This design comes from an exercise in tuning for small area on the open sky130 flow, not from production work.
Function was checked by simulation only, so behaviour that the tests miss may differ from the original.
Power and IR drop assume default switching activity.

Setup of rev 12:
// Maze
module Maze(clk, rst, sw, BtnC, BtnU, BtnD, BtnL, BtnR, seg, an, vga_r, vga_g, vga_b, vga_h_sync, vga_v_sync);
  input clk;
  wire clk;
  input rst;
  wire rst;
  input [7:0] sw;
  wire [7:0] sw;
  input BtnC;
  wire BtnC;
  input BtnU;
  wire BtnU;
  input BtnD;
  wire BtnD;
  input BtnL;
  wire BtnL;
  input BtnR;
  wire BtnR;
  output [7:0] seg;
  wire [7:0] seg;
  output [3:0] an;
  wire [3:0] an;
  output [2:0] vga_r;
  wire [2:0] vga_r;
  output [2:0] vga_g;
  wire [2:0] vga_g;
  output [1:0] vga_b;
  wire [1:0] vga_b;
  output vga_h_sync;
  wire vga_h_sync;
  output vga_v_sync;
  wire vga_v_sync;
  wire [17:0] clk_div;
  reg [19:0] disp_maze_row ;
  reg [9:0] disp_player_pos ;
  wire [2:0] disp_player_y ;
  reg [2:0] disp_uut_ux ;
  wire [2:0] disp_uut_uy ;
  reg [4:0] disp_uut_x ;
  wire [5:0] disp_uut_xq ;
  reg [1:0] disp_uut_xt ;
  reg [4:0] disp_uut_y ;
  reg [1:0] disp_uut_yt ;
  reg disp_win ;
  reg game_rst;
  reg move;
  wire [3:0] n0;
  wire n1;
  wire n10;
  wire n100;
  wire n1000;
  wire n1001;
  wire n1002;
  wire n1003;
  wire n1004;
  wire n1005;
  wire n1006;
  wire n1007;
  wire n1008;
  wire n1009;
  wire n101;
  wire n1010;
  wire n1011;
  wire n1012;
  wire n1013;
  wire n1014;
  wire n1015;
  wire n1016;
  wire n1017;
  wire n1018;
  wire n1019;
  wire n102;
  wire n1020;
  wire n1021;
  wire n1022;
  wire n1023;
  wire n1024;
  wire n1025;
  wire n1026;
  wire n1027;
  wire n1028;
  wire n1029;
  wire n103;
  wire n1030;
  wire n1031;
  wire n1032;
  wire n1033;
  wire n1034;
  wire n1035;
  wire n1036;
  wire n1037;
  wire n1038;
  wire n1039;
  wire n104;
  wire n1040;
  wire n1041;
  wire n1042;
  wire n1043;
  wire n1044;
  wire n1045;
  wire n1046;
  wire n1047;
  wire n1048;
  wire n1049;
  wire n105;
  wire n1050;
  wire n1051;
  wire n1052;
  wire n1053;
  wire n1054;
  wire n1055;
  wire n1056;
  wire n1057;
  wire n1058;
  wire n1059;
  wire n106;
  wire n1060;
  wire n1061;
  wire n1062;
  wire n1063;
  wire n1064;
  wire n1065;
  wire n1066;
  wire n1067;
  wire n1068;
  wire n1069;
  wire n107;
  wire n1070;
  wire n1071;
  wire n1072;
  wire n1073;
  wire n1074;
  wire n1075;
  wire n1076;
  wire n1077;
  wire n1078;
  ...
Size: ~1,300 cells after synthesis.
clock: 11.0 ns
lec_check: 0
abc_area: 1
cap_margin: 20
core_margin: 2
core_utilization: 45
cts_buf_list: sky130_fd_sc_hd__clkbuf_4 sky130_fd_sc_hd__clkbuf_8
slew_margin: 20
standard.sh (not shown) runs the stock make flow with config.mk's settings and CLKGATE_MAP_FILE= SYNTH_SCRIPT=/design/flow/synth_recipe.tcl, a recipe that flattens the netlist after the stock synthesis.
==> flow/flow/run.sh <==
#!/bin/bash
# Own flow: the standard layout (standard.sh), with these changes:
#  - after the standard synthesis (run unchanged), the combinational cells of its netlist
#    are mapped again by ABC with area-only scripts (flow/remap.tcl, flow/remap_*.abc);
#    every flip-flop instance stays as the standard synthesis made it (name, cell, nets),
#    which flow/fixq.py checks, and Yosys proves the new netlist equivalent to the
#    standard one (flow/equiv.tcl); the smallest mapping that passes both is used, and
#    the standard netlist if none does;
#  - the port buffers are sky130_fd_sc_hd__buf_1 (BUFFER_PORTS_ARGS) instead of the
#    cell buffer_ports picks by itself;
#  - clock tree synthesis inserts no dummy loads (CTS_ARGS: the standard arguments,
#    with the CTS_BUF_LIST of config.mk, plus -dont_use_dummy_load).
# Logs: std_synth.log, remap_*_yosys.log, remap_*_fixq.log, remap_*_equiv_yosys.log and
# flow_make.log here;
# each ORFS step also logs under orfs/logs/.
set -euo pipefail
W=$(pwd)
R="$W/orfs/results/$FLOW_PLATFORM/Maze/base"
L="$W/orfs/logs/$FLOW_PLATFORM/Maze/base"
YOSYS=/OpenROAD-flow-scripts/tools/install/yosys/bin/yosys
[[ -x $YOSYS ]] || YOSYS=yosys
export BUFFER_PORTS_ARGS="-buffer_cell sky130_fd_sc_hd__buf_1"
export CTS_ARGS="-sink_clustering_enable -repair_clock_nets -buf_list {sky130_fd_sc_hd__clkbuf_4 sky130_fd_sc_hd__clkbuf_8} -dont_use_dummy_load"

# 1. the standard synthesis
bash "$W/standard.sh" "$R/1_2_yosys.v" > "$W/std_synth.log" 2>&1
cp "$R/1_2_yosys.v" "$W/1_2_yosys_standard.v"

# 2. area-only remapping of the combinational cells: each script flow/remap_*.abc maps the
#    logic once; the smallest result that keeps the flip-flops and proves equivalent is used
export REMAP_LIB="$FLOW_HOME/platforms/$FLOW_PLATFORM/lib/sky130_fd_sc_hd__tt_025C_1v80.lib"
export REMAP_IN="$W/1_2_yosys_standard.v"
export REMAP_TOP="$FLOW_TOP"
export REMAP_DONT_USE="$(grep -o -- '-dont_use [^ ]*' "$L/1_2_yosys.log" | awk '{print $2}' | sort -u | tr '\n' ' ')"
export REMAP_SEQ="$(grep -oE 'sky130_fd_sc_hd__[a-z0-9_]+' "$W/1_2_yosys_standard.v" | sort -u | grep -E '__(e?df|dl|sdf)' | tr '\n' ' ')"
: > "$W/remap_areas.txt"
for s in "$W"/flow/remap_*.abc; do
  n=$(basename "$s" .abc)
  if REMAP_SCRIPT="$s" REMAP_OUT="$W/$n.v" "$YOSYS" -c "$W/flow/remap.tcl" > "$W/${n}_yosys.log" 2>&1; then
    a=$(awk '/Chip area/ {print $NF}' "$W/$n.v.stat")
    if [[ -n $a ]]; then echo "$a $n" >> "$W/remap_areas.txt"; fi
  fi
done
use_remap=none
for n in $(sort -n "$W/remap_areas.txt" | awk '{print $2}'); do
  if python3 "$W/flow/fixq.py" "$W/1_2_yosys_standard.v" "$W/$n.v" "$W/${n}_fixed.v" > "$W/${n}_fixq.log" 2>&1 &&
     EQ_GOLD="$W/1_2_yosys_standard.v" EQ_GATE="$W/${n}_fixed.v" "$YOSYS" -c "$W/flow/equiv.tcl" > "$W/${n}_equiv_yosys.log" 2>&1; then
    use_remap=$n
    cp "$W/${n}_fixed.v" "$R/1_2_yosys.v"
    break
  fi
done
echo "use_remap=$use_remap" > "$W/remap_used.txt"

# 3. the rest of the standard layout
bash "$W/standard.sh" > "$W/flow_make.log" 2>&1
==> flow/flow/equiv.tcl <==
# yosys -c equiv.tcl : proves the remapped netlist equivalent to the standard one
# (flip-flops paired by name); ends with an error if it cannot.
set lib $::env(REMAP_LIB)
yosys read_liberty -ignore_miss_func $lib
yosys read_verilog $::env(EQ_GOLD)
yosys rename $::env(REMAP_TOP) gold
yosys read_verilog $::env(EQ_GATE)
yosys rename $::env(REMAP_TOP) gate
yosys hierarchy -check
yosys flatten gold gate
yosys opt_clean
yosys equiv_make gold gate eq
yosys hierarchy -top eq
yosys equiv_simple -undef
yosys equiv_induct -undef
yosys equiv_status -assert
==> flow/flow/remap.tcl <==
# yosys -c remap.tcl : re-maps the combinational cells of a mapped netlist with an area-only
# ABC script, keeping every flip-flop instance (name and cell) as it is.
set lib $::env(REMAP_LIB)
set in $::env(REMAP_IN)
set out $::env(REMAP_OUT)
set script $::env(REMAP_SCRIPT)
set dont_use $::env(REMAP_DONT_USE)
yosys read_liberty -ignore_miss_func $lib
yosys read_verilog -defer $in
yosys hierarchy -top $::env(REMAP_TOP)
# keep the sequential cells (those whose liberty model holds a flip-flop or latch)
foreach m [split $::env(REMAP_SEQ) " "] {
  if {$m ne ""} { yosys setattr -mod -set keep_hierarchy 1 $m }
}
yosys flatten
yosys rename -hide w:*.*
yosys opt_clean -purge
set du {}
foreach c $dont_use { lappend du -dont_use $c }
yosys abc -script $script -liberty $lib {*}$du
yosys splitnets
yosys opt_clean -purge
yosys hilomap -singleton -hicell sky130_fd_sc_hd__conb_1 HI -locell sky130_fd_sc_hd__conb_1 LO
yosys insbuf -buf sky130_fd_sc_hd__buf_4 A X
yosys opt_clean -purge
yosys select -module $::env(REMAP_TOP)
yosys tee -o $out.stat stat -liberty $lib
yosys write_verilog -noattr -noexpr -nohex -nodec -selected $out
==> flow/flow/remap_amap.abc <==
strash
dch -f
amap
topo
dnsize -c
==> flow/flow/remap_map.abc <==
strash
dch -f
map -a
topo
dnsize -c
==> flow/flow/remap_nf.abc <==
strash
&get -n
&dch -f
&nf -a -R 1000
&put
dnsize -c
Other scripts of this flow, unchanged in this note and not shown: flow/flow/fixq.py
Input-level comparison between rev 13 and rev 12:
==> flow/flow/run.sh <==
#!/bin/bash
# Own flow: the standard layout (standard.sh), with these changes:
#  - after the standard synthesis (run unchanged), the combinational cells of its netlist
#    are mapped again by ABC with an area-only script (flow/remap.tcl, flow/remap.abc);
#    every flip-flop instance stays as the standard synthesis made it (name, cell, nets),
#    which flow/fixq.py checks, and Yosys proves the new netlist equivalent to the
#    standard one (flow/equiv.tcl); if either check fails the standard netlist is used;
#  - the port buffers are sky130_fd_sc_hd__buf_1 (BUFFER_PORTS_ARGS) instead of the
#    cell buffer_ports picks by itself;
#  - clock tree synthesis inserts no dummy loads (CTS_ARGS: the standard arguments,
#    with the CTS_BUF_LIST of config.mk, plus -dont_use_dummy_load).
# Logs: std_synth.log, remap_yosys.log, fixq.log, equiv_yosys.log and flow_make.log here;
# each ORFS step also logs under orfs/logs/.
set -euo pipefail
W=$(pwd)
R="$W/orfs/results/$FLOW_PLATFORM/Maze/base"
L="$W/orfs/logs/$FLOW_PLATFORM/Maze/base"
YOSYS=/OpenROAD-flow-scripts/tools/install/yosys/bin/yosys
[[ -x $YOSYS ]] || YOSYS=yosys
export BUFFER_PORTS_ARGS="-buffer_cell sky130_fd_sc_hd__buf_1"
export CTS_ARGS="-sink_clustering_enable -repair_clock_nets -buf_list {sky130_fd_sc_hd__clkbuf_4 sky130_fd_sc_hd__clkbuf_8} -dont_use_dummy_load"

# 1. the standard synthesis
bash "$W/standard.sh" "$R/1_2_yosys.v" > "$W/std_synth.log" 2>&1
cp "$R/1_2_yosys.v" "$W/1_2_yosys_standard.v"

# 2. area-only remapping of the combinational cells
export REMAP_LIB="$FLOW_HOME/platforms/$FLOW_PLATFORM/lib/sky130_fd_sc_hd__tt_025C_1v80.lib"
export REMAP_IN="$W/1_2_yosys_standard.v"
export REMAP_OUT="$W/1_2_yosys_remap.v"
export REMAP_SCRIPT="$W/flow/remap.abc"
export REMAP_TOP="$FLOW_TOP"
export REMAP_DONT_USE="$(grep -o -- '-dont_use [^ ]*' "$L/1_2_yosys.log" | awk '{print $2}' | sort -u | tr '\n' ' ')"
export REMAP_SEQ="$(grep -oE 'sky130_fd_sc_hd__[a-z0-9_]+' "$W/1_2_yosys_standard.v" | sort -u | grep -E '__(e?df|dl|sdf)' | tr '\n' ' ')"
use_remap=0
if "$YOSYS" -c "$W/flow/remap.tcl" > "$W/remap_yosys.log" 2>&1 &&
   python3 "$W/flow/fixq.py" "$W/1_2_yosys_standard.v" "$W/1_2_yosys_remap.v" "$W/1_2_yosys_fixed.v" > "$W/fixq.log" 2>&1 &&
   EQ_GOLD="$W/1_2_yosys_standard.v" EQ_GATE="$W/1_2_yosys_fixed.v" "$YOSYS" -c "$W/flow/equiv.tcl" > "$W/equiv_yosys.log" 2>&1; then
  use_remap=1
fi
echo "use_remap=$use_remap" > "$W/remap_used.txt"
if [[ $use_remap == 1 ]]; then
  cp "$W/1_2_yosys_fixed.v" "$R/1_2_yosys.v"
fi

# 3. the rest of the standard layout
bash "$W/standard.sh" > "$W/flow_make.log" 2>&1
==> flow/flow/remap.abc (new file) <==
strash
dch -f
map -a
topo
dnsize -c
removed: flow/flow/remap_amap.abc
removed: flow/flow/remap_map.abc
removed: flow/flow/remap_nf.abc
[summary]
- Comparing rev 13 and rev 12, combinational fraction of design power is lower on rev 12.
- Against rev 12, overall power after layout in rev 13 came out worse.
- Going from rev 12 to rev 13, power in the clock group grows by about 2%.
- Rev 12 was smaller in final cell area than rev 13.
- NOTE ratio of routed vias to standard cells rev 12->rev 13 decreased by a few percent
- As of rev 13, count of buffers not belonging to the clock network in the layout had fallen by a little under 10% compared to rev 12.

-- afterwards: timing with drivers on the ports --
The results above use ideal ports. As a check the final layouts listed here were re-extracted and re-timed, cells and wires unchanged.
Step 1 assumes that a clkbuf_16 drives the clock port and a buf_2 every other input.
Step 2 also shifts input and output timing later by t, the mid clock arrival at the registers, as if the neighbouring blocks saw the same clock.
Three values: no drivers, after step 1, after step 2; two values: the first two.
run	shift t [ns]	slack for setup (ns)	slew at the worst register clock pin (ns)
rev 12	0.469	0.929 / 0.948 / 0.479	0.09 / 0.09
rev 13	0.475	1.079 / 1.098 / 0.623	0.09 / 0.09
After both steps setup and hold are still met in every run listed. The setup slack of rev 13, which loses most, moves by +0.019 ns with the drivers and by -0.456 ns with both steps.
